Context: an optimization exercise on an open-source flow, tuned for small area. The choices shown serve that exercise and are no tape-out recipe.
Only simulation tests tie the RTL to the original design; equivalence was not proved.
No driver is modelled on the clock port, so clocking that relies on it looks cheaper here than on a real chip.
Power and IR drop assume default switching activity.

==> flow/design.v <==
module axi_stream_insert_header #(
    parameter DATA_WD = 32,
    parameter DATA_BYTE_WD = DATA_WD / 8,
    parameter BYTE_CNT_WD = $clog2(DATA_BYTE_WD)
) (
    input clk,
    input rst_n,
    input valid_in,
    input [DATA_WD-1 : 0] data_in,
    input [DATA_BYTE_WD-1 : 0] keep_in,
    input last_in,
    output ready_in,
    output valid_out,
    output [DATA_WD-1 : 0] data_out,
    output [DATA_BYTE_WD-1 : 0] keep_out,
    output last_out,
    input ready_out,
    input valid_insert,
    input [DATA_WD-1 : 0] header_insert,
    input [DATA_BYTE_WD-1 : 0] keep_insert,
    input [BYTE_CNT_WD : 0] byte_insert_cnt,
    output ready_insert
);
reg  [1:0] st;
wire s_idle = ~st[1] & ~st[0];
wire s_hdr  = ~st[1] &  st[0];
wire s_io   =  st[1] &  st[0];
wire s_wait =  st[1] & ~st[0];
reg  [1:0] addr_in;
reg        v3;
reg  [31:0] mem0, mem1, mem2, mem3;
reg  [4:0] cnt_in;
reg  [4:0] cnt_out;
reg  [2:0] bict;
reg  [3:0] kit;
reg  [3:0] kl;
reg  [31:0] dreg;
reg  [3:0] kreg;
reg        lreg;
assign ready_in     = st[0];
assign ready_insert = s_idle;
assign valid_out    = s_io;
assign data_out     = dreg;
assign last_out     = lreg;
wire ain0 = (addr_in == 2'd0);
wire ain3 = (addr_in == 2'd3);
wire hacc = valid_insert & s_idle;
wire hs   = hacc & ain0;
wire we   = valid_in & st[0];
wire load = ready_out & (s_io | (s_hdr & ain3) | (s_wait & valid_in));
function incf;
    input [3:0] k;
    input [2:0] c;
    reg t1, t2, t3, t4;
begin
    t1 = k[0] | k[1] | k[2] | k[3];
    t2 = (k[0] & (k[1] | k[2] | k[3])) | (k[1] & (k[2] | k[3])) | (k[2] & k[3]);
    t3 = (k[0] & k[1] & (k[2] | k[3])) | (k[2] & k[3] & (k[0] | k[1]));
    t4 = k[0] & k[1] & k[2] & k[3];
    case (c)
        3'd0: incf = 1'b0;
        3'd1: incf = t4;
        3'd2: incf = t3;
        3'd3: incf = t2;
        3'd4: incf = t1;
        default: incf = 1'b1;
    endcase
end
endfunction
wire inc = incf(kl, bict);
wire [4:0] cnt_out_p1 = cnt_out + 5'd1;
wire match = inc ? (cnt_out == cnt_in) : (cnt_out_p1 == cnt_in);
wire last_nx = s_io & ready_out & match;
wire [2:0] s = byte_insert_cnt;
wire [4:0] sd = {s == 3'd4, s == 3'd3, s == 3'd2, s == 3'd1, s == 3'd0};
wire s_big = ~|sd;
wire inc_nx = (we & last_in) ? incf(keep_in, bict) : inc;
wire [7:0] kw;
assign kw[3:0] = kl & {4{~inc_nx}};
wire [3:0] kwin;
genvar b, i, k;
generate
    for (b = 0; b < 4; b = b + 1) begin : g_kw
        aoi_sel2 u_kh (.e({inc_nx, ~inc_nx}), .d({kl[b], kit[b]}), .y(kw[b+4]));
        aoi_sel5 u_kw (.e(sd), .d(kw[b+4:b]), .y(kwin[b]));
    end
endgenerate
assign keep_out = lreg ? kreg : {4{inc}};
wire [1:0] a = cnt_out[1:0];
wire sz = sd[0];
wire [2:0] q = {1'b0, a} + {2'b00, sz};
wire q0 = (q == 3'd0);
wire q1 = (q == 3'd1);
wire q2 = (q == 3'd2);
wire q3 = (q == 3'd3);
wire vlo = ~s_big & (q0 | q1 | q2 | (q3 & v3));
wire vhi = ~s_big & (q0 | q1 | (q2 & v3));
wire [3:0] rs = {sd[1], sd[2], sd[3], sd[0] | sd[4]};
wire [31:0] wlo;
wire [23:0] whi;
wire [55:0] t = {wlo, whi};
wire [31:0] dnx;
wire we0 = we & ain0;
wire we1 = we & (addr_in == 2'd1);
wire we2 = we & (addr_in == 2'd2);
wire we3 = we & ain3;
wire [31:0] mem0_d, mem1_d, mem2_d, mem3_d;
generate
    for (b = 0; b < 32; b = b + 1) begin : g_bit
        aoi_sel4 u_lo (.e({q3, q2, q1, q0}), .d({mem3[b], mem2[b], mem1[b], mem0[b]}), .y(wlo[b]));
        aoi_sel3 u_w0 (.e({hs, we0, ~(hs | we0)}), .d({header_insert[b], data_in[b], mem0[b]}), .y(mem0_d[b]));
        aoi_sel2 u_w1 (.e({we1, ~we1}), .d({data_in[b], mem1[b]}), .y(mem1_d[b]));
        aoi_sel2 u_w2 (.e({we2, ~we2}), .d({data_in[b], mem2[b]}), .y(mem2_d[b]));
        aoi_sel2 u_w3 (.e({we3, ~we3}), .d({data_in[b], mem3[b]}), .y(mem3_d[b]));
    end
    for (b = 8; b < 32; b = b + 1) begin : g_hi
        aoi_sel3 u_hi (.e({~q0 & ~q1, q1, q0}), .d({mem3[b], mem2[b], mem1[b]}), .y(whi[b-8]));
    end
    for (i = 0; i < 4; i = i + 1) begin : g_out
        wire [3:0] e;
        for (k = 0; k < 4; k = k + 1) begin : g_sel
            assign e[k] = load & rs[k] & ((i + k < 4) ? vlo : vhi);
        end
        for (b = 0; b < 8; b = b + 1) begin : g_ob
            aoi_sel5 u_o (.e({~load, e}),
                          .d({dreg[31-8*i-b], t[55-8*(i+3)-b], t[55-8*(i+2)-b], t[55-8*(i+1)-b], t[55-8*i-b]}),
                          .y(dnx[31-8*i-b]));
        end
    end
endgenerate
always @(posedge clk or negedge rst_n) begin
    if (!rst_n) begin
        st <= 2'b00;
        addr_in <= 2'd0;
        v3 <= 1'b0;
    end else begin
        case (st)
            2'b00: st <= valid_insert ? 2'b01 : 2'b00;
            2'b01: st <= ain3 ? (ready_out ? 2'b11 : 2'b10) : 2'b01;
            2'b10: st <= (valid_in & ready_out) ? 2'b11 : 2'b10;
            default: st <= lreg ? 2'b00 : 2'b11;
        endcase
        if (hs | we)
            addr_in <= addr_in + 2'd1;
        if (we & ain3)
            v3 <= 1'b1;
    end
end
always @(posedge clk) begin
    mem0 <= mem0_d;
    mem1 <= mem1_d;
    mem2 <= mem2_d;
    mem3 <= mem3_d;
    if (hs)
        cnt_in <= 5'd0;
    else if (we)
        cnt_in <= cnt_in + 5'd1;
    if (hs)
        kl <= 4'd0;
    else if (we & last_in)
        kl <= keep_in;
    if (hacc) begin
        bict <= byte_insert_cnt;
        kit <= keep_insert;
    end
    cnt_out <= load ? cnt_out_p1 : 5'd0;
    lreg <= last_nx;
    dreg <= dnx;
    if (last_nx)
        kreg <= kwin;
end
endmodule
module aoi_sel2 (input [1:0] e, input [1:0] d, output y);
    assign y = |(e & d);
endmodule
module aoi_sel3 (input [2:0] e, input [2:0] d, output y);
    assign y = |(e & d);
endmodule
module aoi_sel4 (input [3:0] e, input [3:0] d, output y);
    assign y = |(e & d);
endmodule
module aoi_sel5 (input [4:0] e, input [4:0] d, output y);
    assign y = |(e & d);
endmodule
export LEC_CHECK = 0
export CAP_MARGIN = 0
export CORE_MARGIN = 2
export CORE_UTILIZATION = 40
export PLACE_DENSITY = 0.6
export SLEW_MARGIN = 0
export SYNTH_HIERARCHICAL = 1
export SYNTH_MINIMUM_KEEP_SIZE = 0
create_clock -name core_clock -period 5.5 [get_ports {clk}]
standard.sh (not shown) runs the stock make flow with config.mk's settings and CLKGATE_MAP_FILE= SYNTH_SCRIPT=/design/flow/synth_recipe.tcl, a recipe that flattens the netlist after the stock synthesis.
==> flow/flow/run.sh <==
#!/bin/bash
# Standard ORFS layout (the standard.sh, standard synthesis) with:
#  - plain buf_1 cells as the port buffers,
#  - CTS with clkbuf_8 and no dummy loads,
#  - a power-recovery resize after CTS (downsizes cells that have slack).
set -uo pipefail
here=$(pwd)
export BUFFER_PORTS_ARGS="-buffer_cell sky130_fd_sc_hd__buf_1"
export CTS_ARGS="-sink_clustering_enable -repair_clock_nets -dont_use_dummy_load -buf_list sky130_fd_sc_hd__clkbuf_8"
export POST_CTS_TCL="$here/flow/post_cts.tcl"
bash standard.sh finish > flow.log 2>&1
==> flow/flow/post_cts.tcl <==
# Downsize cells that have timing slack to spare, then re-legalize.
log_cmd repair_timing -recover_power 100 -verbose
log_cmd detailed_placement
check_placement -verbose
Then changed:
--- a/flow/design.v
+++ b/flow/design.v
@@ -26,10 +26,11 @@
 wire s_hdr  = ~st[1] &  st[0];
 wire s_io   =  st[1] &  st[0];
 wire s_wait =  st[1] & ~st[0];
-reg  [1:0] addr_in;
 reg        v3;
 reg  [31:0] mem0, mem1, mem2, mem3;
-reg  [4:0] cnt_in;
+reg  [1:0] cnt_lo;
+reg  [2:0] cnt_hi;
+wire [4:0] cnt_in = {cnt_hi, cnt_lo};
 reg  [4:0] cnt_out;
 reg  [2:0] bict;
 reg  [3:0] kit;
@@ -42,8 +43,10 @@
 assign valid_out    = s_io;
 assign data_out     = dreg;
 assign last_out     = lreg;
-wire ain0 = (addr_in == 2'd0);
-wire ain3 = (addr_in == 2'd3);
+wire ain0 = (cnt_lo == 2'd3);
+wire ain1 = (cnt_lo == 2'd0);
+wire ain2 = (cnt_lo == 2'd1);
+wire ain3 = (cnt_lo == 2'd2);
 wire hacc = valid_insert & s_idle;
 wire hs   = hacc & ain0;
 wire we   = valid_in & st[0];
@@ -101,8 +104,8 @@
 wire [55:0] t = {wlo, whi};
 wire [31:0] dnx;
 wire we0 = we & ain0;
-wire we1 = we & (addr_in == 2'd1);
-wire we2 = we & (addr_in == 2'd2);
+wire we1 = we & ain1;
+wire we2 = we & ain2;
 wire we3 = we & ain3;
 wire [31:0] mem0_d, mem1_d, mem2_d, mem3_d;
 generate
@@ -131,7 +134,7 @@
 always @(posedge clk or negedge rst_n) begin
     if (!rst_n) begin
         st <= 2'b00;
-        addr_in <= 2'd0;
+        cnt_lo <= 2'b11;
         v3 <= 1'b0;
     end else begin
         case (st)
@@ -140,8 +143,10 @@
             2'b10: st <= (valid_in & ready_out) ? 2'b11 : 2'b10;
             default: st <= lreg ? 2'b00 : 2'b11;
         endcase
-        if (hs | we)
-            addr_in <= addr_in + 2'd1;
+        if (hs)
+            cnt_lo <= 2'd0;
+        else if (we)
+            cnt_lo <= cnt_lo + 2'd1;
         if (we & ain3)
             v3 <= 1'b1;
     end
@@ -152,9 +157,9 @@
     mem2 <= mem2_d;
     mem3 <= mem3_d;
     if (hs)
-        cnt_in <= 5'd0;
-    else if (we)
-        cnt_in <= cnt_in + 5'd1;
+        cnt_hi <= 3'd0;
+    else if (we & (cnt_lo == 2'd3))
+        cnt_hi <= cnt_hi + 3'd1;
     if (hs)
         kl <= 4'd0;
     else if (we & last_in)
Effect: The changed run passed the timing, DRC and antenna checks. Routed wire length drops slightly. Area after synthesis went down slightly. Clock-buffer cell count does not change. Worst setup slack is better by 0.44 ns. Power is higher slightly. Non-clock buffer count is unchanged. Sequential share of layout area barely changes. Sequential cell count goes down by 2. Utilization stays flat.

## afterwards: timing with drivers on the ports
No port has a modelled driver above. Below, the same layouts with a new extraction and two added sets of constraints.
Step 1 (the two cells are an assumption about what drives the block):
set clk [get_ports {clk}]
set_driving_cell -lib_cell sky130_fd_sc_hd__clkbuf_16 $clk
set_driving_cell -lib_cell sky130_fd_sc_hd__buf_2 [delete_from_list [all_inputs] $clk]
Step 2, shift: input delay + t, output delay - t, t = (earliest + latest rising clock arrival at the registers) / 2. This alone moves slack from input paths to output paths.
Slacks: no drivers / after step 1 / after step 2; pairs: no drivers / after step 1.
run | shift t [ns] | setup WS [ns] | cell pins on the clock port's net
the first run | 0.499 | 1.047 / 1.059 / 0.560 | 1
the second run | 0.494 | 1.486 / 1.509 / 1.016 | 1
After both steps every run listed still meets setup and hold. The setup slack of the first run, which loses most, moves by +0.012 ns with the drivers and by -0.487 ns with both steps.
